This design comes from an exercise in tuning for small area, a short achievable clock period and few clock cycles per item on the open sky130 flow, not from production work. Where RTL was checked, it was by simulation tests only, not by an equivalence proof against the original.

==> flow/design.v (excerpt) <==
module PixelSolverMultiCore (
  input               io_cmd_valid,
  output              io_cmd_ready,
  input      [27:0]   io_cmd_payload_x,
  input      [27:0]   io_cmd_payload_y,
  output              io_rsp_valid,
  input               io_rsp_ready,
  output     [5:0]    io_rsp_payload_iteration,
  input               clk,
  input               reset
);
export LEC_CHECK = 0
export CAP_MARGIN = 20
export CORE_MARGIN = 2
export CORE_UTILIZATION = 60
export CTS_BUF_LIST = sky130_fd_sc_hd__clkbuf_16
export CTS_CLUSTER_DIAMETER = 150
export CTS_CLUSTER_SIZE = 24
export SETUP_SLACK_MARGIN = 5
export SLEW_MARGIN = 20
export SYNTH_HIERARCHICAL = 1
create_clock -name core_clock -period 10.0 [get_ports {clk}]
standard.sh (not shown) runs the stock make flow with config.mk's settings and CLKGATE_MAP_FILE= SYNTH_SCRIPT=/design/flow/synth_recipe.tcl, a recipe that flattens the netlist after the stock synthesis.
==> flow/flow/run.sh <==
#!/bin/bash
set -euo pipefail
MARGIN=${MARGIN:-7}
sed "s/SETUP_SLACK_MARGIN=[0-9.]*/SETUP_SLACK_MARGIN=$MARGIN/" standard.sh > standard_margin.sh
bash standard_margin.sh > standard.log 2>&1
Edit:
--- a/flow/design.v
+++ b/flow/design.v
@@ -14,25 +14,25 @@
   reg         r0_lesc;     
   reg  [2:0] r0_seq;
   reg         r0_act;      
   reg  [44:0] r0_snap;
   reg  [2:1] act;        
   reg  [13:0] r0_bo, r0_bt;  
   reg  [13:0] r0_bn;         
   reg  [27:0] r0_xn;         
   reg         tk;          
   reg         wb_v;        
   reg  [2:0] wb_seq;      
   reg  [5:0]  wb_res;      
-  reg  [47:0] rob_d;    
+  reg  [5:0]  rob_d [0:7];
   reg  [7:0] rob_v;
   reg  [2:0] head, alloc;
   reg  [3:0] used;
   reg         o_v;
   reg  [5:0]  o_it;
   reg         tk_o;        
   assign io_cmd_ready = tk_o;
   wire        acc = tk & io_cmd_valid;
   assign io_rsp_valid = o_v;
   assign io_rsp_payload_iteration = o_it;
   wire [5:0]  itc = r0_it + 6'd1;
   wire        inx = (r0_x[27:22] == 6'd0) | (r0_x[27:22] == 6'h3f);
@@ -41,38 +41,24 @@
   wire [3:0]  qy = r0_y[21:18] ^ {4{r0_y[27]}};
   wire        big = inx & iny & (qx[3] | qy[3] | (qx[2] & qy[2] & ((~qx[1] & qy[1] & qy[0]) | (qx[1] & ~qx[0] & qy[1]) | (qx[1] & qx[0]))));
   wire        zsmall = (r0_x[27:21] == {7{r0_x[21]}}) & (r0_y[27:21] == {7{r0_y[21]}});
   wire        cyc = (itc > 6'd4) & zsmall & r0_snap[44] & ({r0_x[21:0], r0_y[21:0]} == r0_snap[43:0]);
   wire [44:0] snape = (itc[1:0] == 0) ? {zsmall, r0_x[21:0], r0_y[21:0]} : r0_snap;
   wire        live = r0_act & ~r0_lesc;
   wire        fe0 = live & (big | cyc | (itc == 6'd62));    
   wire        f620 = ~big & ~cyc;                           
   wire        fl0 = r0_act & r0_lesc;                       
   wire        pop = o_v & io_rsp_ready;
   wire [2:0] head_n = head + {2'd0, pop};
   wire        byp = wr & (wr_seq == head_n);
-  reg  [5:0]  rob_rd;
-  always @(*) begin
-    case (head_n)
-      3'd0: rob_rd = rob_d[5:0];
-      3'd1: rob_rd = rob_d[11:6];
-      3'd2: rob_rd = rob_d[17:12];
-      3'd3: rob_rd = rob_d[23:18];
-      3'd4: rob_rd = rob_d[29:24];
-      3'd5: rob_rd = rob_d[35:30];
-      3'd6: rob_rd = rob_d[41:36];
-      3'd7: rob_rd = rob_d[47:42];
-      default: rob_rd = 6'd0;
-    endcase
-  end
   wire        wr = wb_v | fl0;
   wire [2:0] wr_seq = wb_v ? wb_seq : r0_seq;
   wire [5:0]  wr_res = wb_v ? wb_res : r0_it;
   wire pp1;
   wire pp2;
   wire pp3;
   wire pp4;
   wire pp5;
   wire pp6;
   wire pp7;
   wire pp8;
   wire pp9;
@@ -6372,33 +6358,26 @@
       r0_bn <= {yn_l[27], yn_l[25], yn_l[23], yn_l[21], yn_l[19], yn_l[17], yn_l[15], yn_l[13], yn_l[11], yn_l[9], yn_l[7], yn_l[5], yn_l[3], yn_l[1]};
       r0_y <= {sum3487[27], sum3487[26], sum3487[25], sum3487[24], sum3487[23], sum3487[22], sum3487[21], sum3487[20], sum3487[19], sum3487[18], sum3487[17], sum3487[16], sum3487[15], sum3487[14], sum3487[13], sum3487[12], sum3487[11], sum3487[10], sum3487[9], sum3487[8], sum3487[7], sum3487[6], sum3487[5], sum3487[4], sum3487[3], sum3487[2], sum3487[1], q2_q1_r0_y0_0};
       {r0_bt, r0_bo} <= bn_l;
       r0_x0 <= p2_x0;
       r0_y0 <= p2_y0;
       r0_it <= it_l;
       r0_lesc <= esc_l;
       r0_seq <= p2_seq;
     end
     r0_snap <= p2_snap;
     wb_seq <= p2_seq;
     wb_res <= (bg_l | (f62_l & esc_l)) ? it_l : 6'd63;
-    if (wr & (wr_seq == 3'd0)) rob_d[5:0] <= wr_res;
-    if (wr & (wr_seq == 3'd1)) rob_d[11:6] <= wr_res;
-    if (wr & (wr_seq == 3'd2)) rob_d[17:12] <= wr_res;
-    if (wr & (wr_seq == 3'd3)) rob_d[23:18] <= wr_res;
-    if (wr & (wr_seq == 3'd4)) rob_d[29:24] <= wr_res;
-    if (wr & (wr_seq == 3'd5)) rob_d[35:30] <= wr_res;
-    if (wr & (wr_seq == 3'd6)) rob_d[41:36] <= wr_res;
-    if (wr & (wr_seq == 3'd7)) rob_d[47:42] <= wr_res;
-    o_it <= byp ? wr_res : rob_rd;
+    if (wr) rob_d[wr_seq] <= wr_res;
+    o_it <= byp ? wr_res : rob_d[head_n];
     tk_o <= ~reset & free_n & room;
     o_v <= ~reset & (byp | rob_v[head_n]);
   end
   always @(posedge clk or posedge reset) begin
     if (reset) begin
       tk <= 1'b0;
       r0_act <= 1'b0;
       act <= 2'd0;
       wb_v <= 1'b0;
       rob_v <= 8'd0;
       head <= 3'd0;
       alloc <= 3'd0;
=> Final area is about the same; global-route usage shrinks by 0.20 points; die area barely changes; hold slack loses 0.0062 ns; critical path depth shrinks by 7; synthesized cell count shrinks slightly; cell count shrinks slightly; non-clock buffer count shrinks by 6; wire length shrinks slightly.
No run of this note included a check of the RTL's function; only the layout flow was run.

Another version of the RTL of PixelSolverMultiCore (not shown whole).
For scale: ~6,000 cells after synthesis, ~68 I/O pins.
export LEC_CHECK = 0
export CAP_MARGIN = 20
export CORE_MARGIN = 2
export CORE_UTILIZATION = 60
export CTS_BUF_LIST = sky130_fd_sc_hd__clkbuf_16
export CTS_CLUSTER_DIAMETER = 150
export CTS_CLUSTER_SIZE = 24
export SETUP_SLACK_MARGIN = 5
export SLEW_MARGIN = 20
export SYNTH_HIERARCHICAL = 1
create_clock -name core_clock -period 10.0 [get_ports {clk}]
==> flow/flow/run.sh <==
#!/bin/bash
set -euo pipefail
MARGIN=${MARGIN:-6.8}
sed "s/SETUP_SLACK_MARGIN=[0-9.]*/SETUP_SLACK_MARGIN=$MARGIN/" standard.sh > standard_margin.sh
bash standard_margin.sh > standard.log 2>&1
The baseline finished clean.
Testbench counts at the start, summed over its fixed seeds: cycles 255,610, pixels 8,192.
Then changed:
--- a/flow/design.v
+++ b/flow/design.v
@@ -16,45 +16,61 @@
   reg         r0_act;      
   reg  [44:0] r0_snap;
   reg  [2:1] act;        
   reg  [13:0] r0_bo, r0_bt;  
   reg  [13:0] r0_bn;         
   reg  [27:0] r0_xn;         
   reg         tk;          
   reg         wb_v;        
   reg  [2:0] wb_seq;      
   reg  [5:0]  wb_res;      
-  reg  [5:0]  rob_d [0:7];
+  reg  [47:0] rob_d;    
   reg  [7:0] rob_v;
   reg  [2:0] head, alloc;
   reg  [3:0] used;
   reg         o_v;
   reg  [5:0]  o_it;
-  assign io_cmd_ready = tk;
+  reg         tk_o;        
+  assign io_cmd_ready = tk_o;
   wire        acc = tk & io_cmd_valid;
   assign io_rsp_valid = o_v;
   assign io_rsp_payload_iteration = o_it;
   wire [5:0]  itc = r0_it + 6'd1;
   wire        inx = (r0_x[27:22] == 6'd0) | (r0_x[27:22] == 6'h3f);
   wire        iny = (r0_y[27:22] == 6'd0) | (r0_y[27:22] == 6'h3f);
   wire [3:0]  qx = r0_x[21:18] ^ {4{r0_x[27]}};
   wire [3:0]  qy = r0_y[21:18] ^ {4{r0_y[27]}};
   wire        big = inx & iny & (qx[3] | qy[3] | (qx[2] & qy[2] & ((~qx[1] & qy[1] & qy[0]) | (qx[1] & ~qx[0] & qy[1]) | (qx[1] & qx[0]))));
   wire        zsmall = (r0_x[27:21] == {7{r0_x[21]}}) & (r0_y[27:21] == {7{r0_y[21]}});
   wire        cyc = (itc > 6'd4) & zsmall & r0_snap[44] & ({r0_x[21:0], r0_y[21:0]} == r0_snap[43:0]);
   wire [44:0] snape = (itc[1:0] == 0) ? {zsmall, r0_x[21:0], r0_y[21:0]} : r0_snap;
   wire        live = r0_act & ~r0_lesc;
   wire        fe0 = live & (big | cyc | (itc == 6'd62));    
   wire        f620 = ~big & ~cyc;                           
   wire        fl0 = r0_act & r0_lesc;                       
-  wire        ld = ~o_v | io_rsp_ready;
-  wire        pop = ld & rob_v[head];
+  wire        pop = o_v & io_rsp_ready;
+  wire [2:0] head_n = head + {2'd0, pop};
+  wire        byp = wr & (wr_seq == head_n);
+  reg  [5:0]  rob_rd;
+  always @(*) begin
+    case (head_n)
+      3'd0: rob_rd = rob_d[5:0];
+      3'd1: rob_rd = rob_d[11:6];
+      3'd2: rob_rd = rob_d[17:12];
+      3'd3: rob_rd = rob_d[23:18];
+      3'd4: rob_rd = rob_d[29:24];
+      3'd5: rob_rd = rob_d[35:30];
+      3'd6: rob_rd = rob_d[41:36];
+      3'd7: rob_rd = rob_d[47:42];
+      default: rob_rd = 6'd0;
+    endcase
+  end
   wire        wr = wb_v | fl0;
   wire [2:0] wr_seq = wb_v ? wb_seq : r0_seq;
   wire [5:0]  wr_res = wb_v ? wb_res : r0_it;
   wire pp1;
   wire pp2;
   wire pp3;
   wire pp4;
   wire pp5;
   wire pp6;
   wire pp7;
@@ -6358,35 +6374,44 @@
       {r0_bt, r0_bo} <= bn_l;
       r0_x0 <= p2_x0;
       r0_y0 <= p2_y0;
       r0_it <= it_l;
       r0_lesc <= esc_l;
       r0_seq <= p2_seq;
     end
     r0_snap <= p2_snap;
     wb_seq <= p2_seq;
     wb_res <= (bg_l | (f62_l & esc_l)) ? it_l : 6'd63;
-    if (wr) rob_d[wr_seq] <= wr_res;
-    if (ld) o_it <= rob_d[head];
-    tk <= free_n & room;
-    o_v <= ~reset & (ld ? rob_v[head] : o_v);
+    if (wr & (wr_seq == 3'd0)) rob_d[5:0] <= wr_res;
+    if (wr & (wr_seq == 3'd1)) rob_d[11:6] <= wr_res;
+    if (wr & (wr_seq == 3'd2)) rob_d[17:12] <= wr_res;
+    if (wr & (wr_seq == 3'd3)) rob_d[23:18] <= wr_res;
+    if (wr & (wr_seq == 3'd4)) rob_d[29:24] <= wr_res;
+    if (wr & (wr_seq == 3'd5)) rob_d[35:30] <= wr_res;
+    if (wr & (wr_seq == 3'd6)) rob_d[41:36] <= wr_res;
+    if (wr & (wr_seq == 3'd7)) rob_d[47:42] <= wr_res;
+    o_it <= byp ? wr_res : rob_rd;
+    tk_o <= ~reset & free_n & room;
+    o_v <= ~reset & (byp | rob_v[head_n]);
   end
   always @(posedge clk or posedge reset) begin
     if (reset) begin
+      tk <= 1'b0;
       r0_act <= 1'b0;
       act <= 2'd0;
       wb_v <= 1'b0;
       rob_v <= 8'd0;
       head <= 3'd0;
       alloc <= 3'd0;
       used <= 4'd0;
     end else begin
+      tk <= free_n & room;
       r0_act <= acc | cont_l;
       act <= {act[1:1], r0_act};
       wb_v <= act[2] & fe_l;
       if (acc) alloc <= alloc + 1'b1;
       used <= used + {3'd0, acc} - {3'd0, pop};
       if (pop) head <= head + 1'b1;
       rob_v <= (rob_v & ~({7'd0, pop} << head)) | ({7'd0, wr} << wr_seq);
     end
   end
 endmodule
After rerunning: The new run produced a clean layout; global-route usage climbs by 1.5 points; core utilization goes up by 0.62 points; clock-buffer cell count does not change; first-iteration DRC count is higher by a few percent; flip-flop and latch count went up by 1.
For the second run of this note, only the layout was checked, not whether the RTL still works.

Starting RTL as in the previous note.
==> flow/config.mk <==
export PLATFORM = sky130hd
export DESIGN_NAME = PixelSolverMultiCore
export DESIGN_NICKNAME = PixelSolverMultiCore
export VERILOG_FILES = /design/flow/design.v
export SDC_FILE = /design/flow/constraint.sdc
export NUM_CORES = 8
export LEC_CHECK = 0
export CAP_MARGIN = 20
export CORE_MARGIN = 2
export CORE_UTILIZATION = 60
export CTS_BUF_LIST = sky130_fd_sc_hd__clkbuf_16
export CTS_CLUSTER_DIAMETER = 150
export CTS_CLUSTER_SIZE = 24
export SETUP_SLACK_MARGIN = 5
export SLEW_MARGIN = 20
export SYNTH_HIERARCHICAL = 1
==> flow/constraint.sdc <==
create_clock -name core_clock -period 10.0 [get_ports {clk}]
set_input_delay 2.0000 -clock core_clock [delete_from_list [all_inputs] [get_ports {clk}]]
set_output_delay 2.0000 -clock core_clock [all_outputs]
set_load 0.01 [all_outputs]
==> flow/flow/run.sh <==
#!/bin/bash
set -euo pipefail
MARGIN=${MARGIN:-7}
sed "s/SETUP_SLACK_MARGIN=[0-9.]*/SETUP_SLACK_MARGIN=$MARGIN/" standard.sh > standard_margin.sh
bash standard_margin.sh > standard.log 2>&1
Testbench counts at the start, summed over its fixed seeds: cycles 255,610, pixels 8,192.
==> next run, changes <==
--- a/flow/design.v
+++ b/flow/design.v
@@ -23,22 +23,24 @@
   reg         wb_v;        
   reg  [2:0] wb_seq;      
   reg  [5:0]  wb_res;      
   reg  [5:0]  rob_d [0:7];
   reg  [7:0] rob_v;
   reg  [2:0] head, alloc;
   reg  [3:0] used;
   reg         o_v;
   reg  [5:0]  o_it;
-  assign io_cmd_ready = tk;
+  reg         tk_o, o_vp;   
+  reg  [5:0]  o_itp;        
+  assign io_cmd_ready = tk_o;
   wire        acc = tk & io_cmd_valid;
-  assign io_rsp_valid = o_v;
-  assign io_rsp_payload_iteration = o_it;
+  assign io_rsp_valid = o_vp;
+  assign io_rsp_payload_iteration = o_itp;
   wire [5:0]  itc = r0_it + 6'd1;
   wire        inx = (r0_x[27:22] == 6'd0) | (r0_x[27:22] == 6'h3f);
   wire        iny = (r0_y[27:22] == 6'd0) | (r0_y[27:22] == 6'h3f);
   wire [3:0]  qx = r0_x[21:18] ^ {4{r0_x[27]}};
   wire [3:0]  qy = r0_y[21:18] ^ {4{r0_y[27]}};
   wire        big = inx & iny & (qx[3] | qy[3] | (qx[2] & qy[2] & ((~qx[1] & qy[1] & qy[0]) | (qx[1] & ~qx[0] & qy[1]) | (qx[1] & qx[0]))));
   wire        zsmall = (r0_x[27:21] == {7{r0_x[21]}}) & (r0_y[27:21] == {7{r0_y[21]}});
   wire        cyc = (itc > 6'd4) & zsmall & r0_snap[44] & ({r0_x[21:0], r0_y[21:0]} == r0_snap[43:0]);
   wire [44:0] snape = (itc[1:0] == 0) ? {zsmall, r0_x[21:0], r0_y[21:0]} : r0_snap;
@@ -6361,37 +6363,42 @@
       r0_it <= it_l;
       r0_lesc <= esc_l;
       r0_seq <= p2_seq;
     end
     r0_snap <= p2_snap;
     wb_seq <= p2_seq;
     wb_res <= (bg_l | (f62_l & esc_l)) ? it_l : 6'd63;
     if (wr) rob_d[wr_seq] <= wr_res;
     if (ld) o_it <= rob_d[head];
-    tk <= free_n & room;
-    o_v <= ~reset & (ld ? rob_v[head] : o_v);
+    o_itp <= ld ? rob_d[head] : o_it;
+    tk_o <= ~reset & free_n & room;
+    o_vp <= ~reset & (ld ? rob_v[head] : o_v);
   end
   always @(posedge clk or posedge reset) begin
     if (reset) begin
+      tk <= 1'b0;
       r0_act <= 1'b0;
       act <= 2'd0;
       wb_v <= 1'b0;
       rob_v <= 8'd0;
       head <= 3'd0;
       alloc <= 3'd0;
       used <= 4'd0;
+      o_v <= 1'b0;
     end else begin
+      tk <= free_n & room;
       r0_act <= acc | cont_l;
       act <= {act[1:1], r0_act};
       wb_v <= act[2] & fe_l;
       if (acc) alloc <= alloc + 1'b1;
       used <= used + {3'd0, acc} - {3'd0, pop};
       if (pop) head <= head + 1'b1;
+      if (ld) o_v <= rob_v[head];
       rob_v <= (rob_v & ~({7'd0, pop} << head)) | ({7'd0, wr} << wr_seq);
     end
   end
 endmodule
 module MandelFA (input a, input b, input c, output s, output co);
   assign s = a ^ b ^ c;
   assign co = (a & b) | (a & c) | (b & c);
 endmodule
 module MandelHA (input a, input b, output s, output co);
Effect: The changed run went through all stages and came out clean; die area grows by 0.54%; global-route usage grows by 0.59 points; maximum frequency grows by 0.82%; setup slack is better by 0.026 ns; cell count grows by about 0.8%; worst hold slack is worse by 0.0063 ns; non-clock buffer count grows by 18; design area grows by 0.76%.
Function not checked in the second run of this note: the RTL went through the layout flow alone.

-- what the ideal ports hide --
No port has a modelled driver above. Below, the same layouts with a new extraction and two added sets of constraints. Step 1 sets driving cells, clkbuf_16 on the clock port and buf_2 on the other inputs (assumed; they add their load-dependent delay and slew). Step 2 times the ports against the registers' clock, not the clock port: input delays grow and output delays shrink by t, the midpoint of the rising clock arrivals with the driver on. a / b / c = ideal ports / drivers / drivers and shift; a / b = the first two.
run | t (ns) | setup WS [ns] | hold WS [ns] | worst setup path after step 2 | clock arrival spread, ns
the first run of note 1 | 0.784 | 6.698 / 6.726 / 5.955 | 0.328 / 0.328 / 0.328 | input to register | 0.047 / 0.047
the second run of note 1 | 0.789 | 5.880 / 5.799 / 6.380 | 0.322 / 0.322 / 0.322 | input to register | 0.057 / 0.057
the first run of note 2 | 0.783 | 6.757 / 6.677 / 6.194 | 0.324 / 0.324 / 0.324 | input to register | 0.032 / 0.032
the second run of note 2 | 0.784 | 6.714 / 6.697 / 5.966 | 0.322 / 0.322 / 0.322 | input to register | 0.048 / 0.048
the first run of note 3 | 0.772 | 6.775 / 6.697 / 6.390 | 0.320 / 0.320 / 0.320 | input to register | 0.037 / 0.037
the second run of note 3 | 0.766 | 6.801 / 6.727 / 6.416 | 0.314 / 0.314 / 0.314 | input to register | 0.044 / 0.043
After both steps every run listed still meets setup and hold. The setup slack of the second run of note 2, which loses most, moves by -0.017 ns with the drivers and by -0.748 ns with both steps.
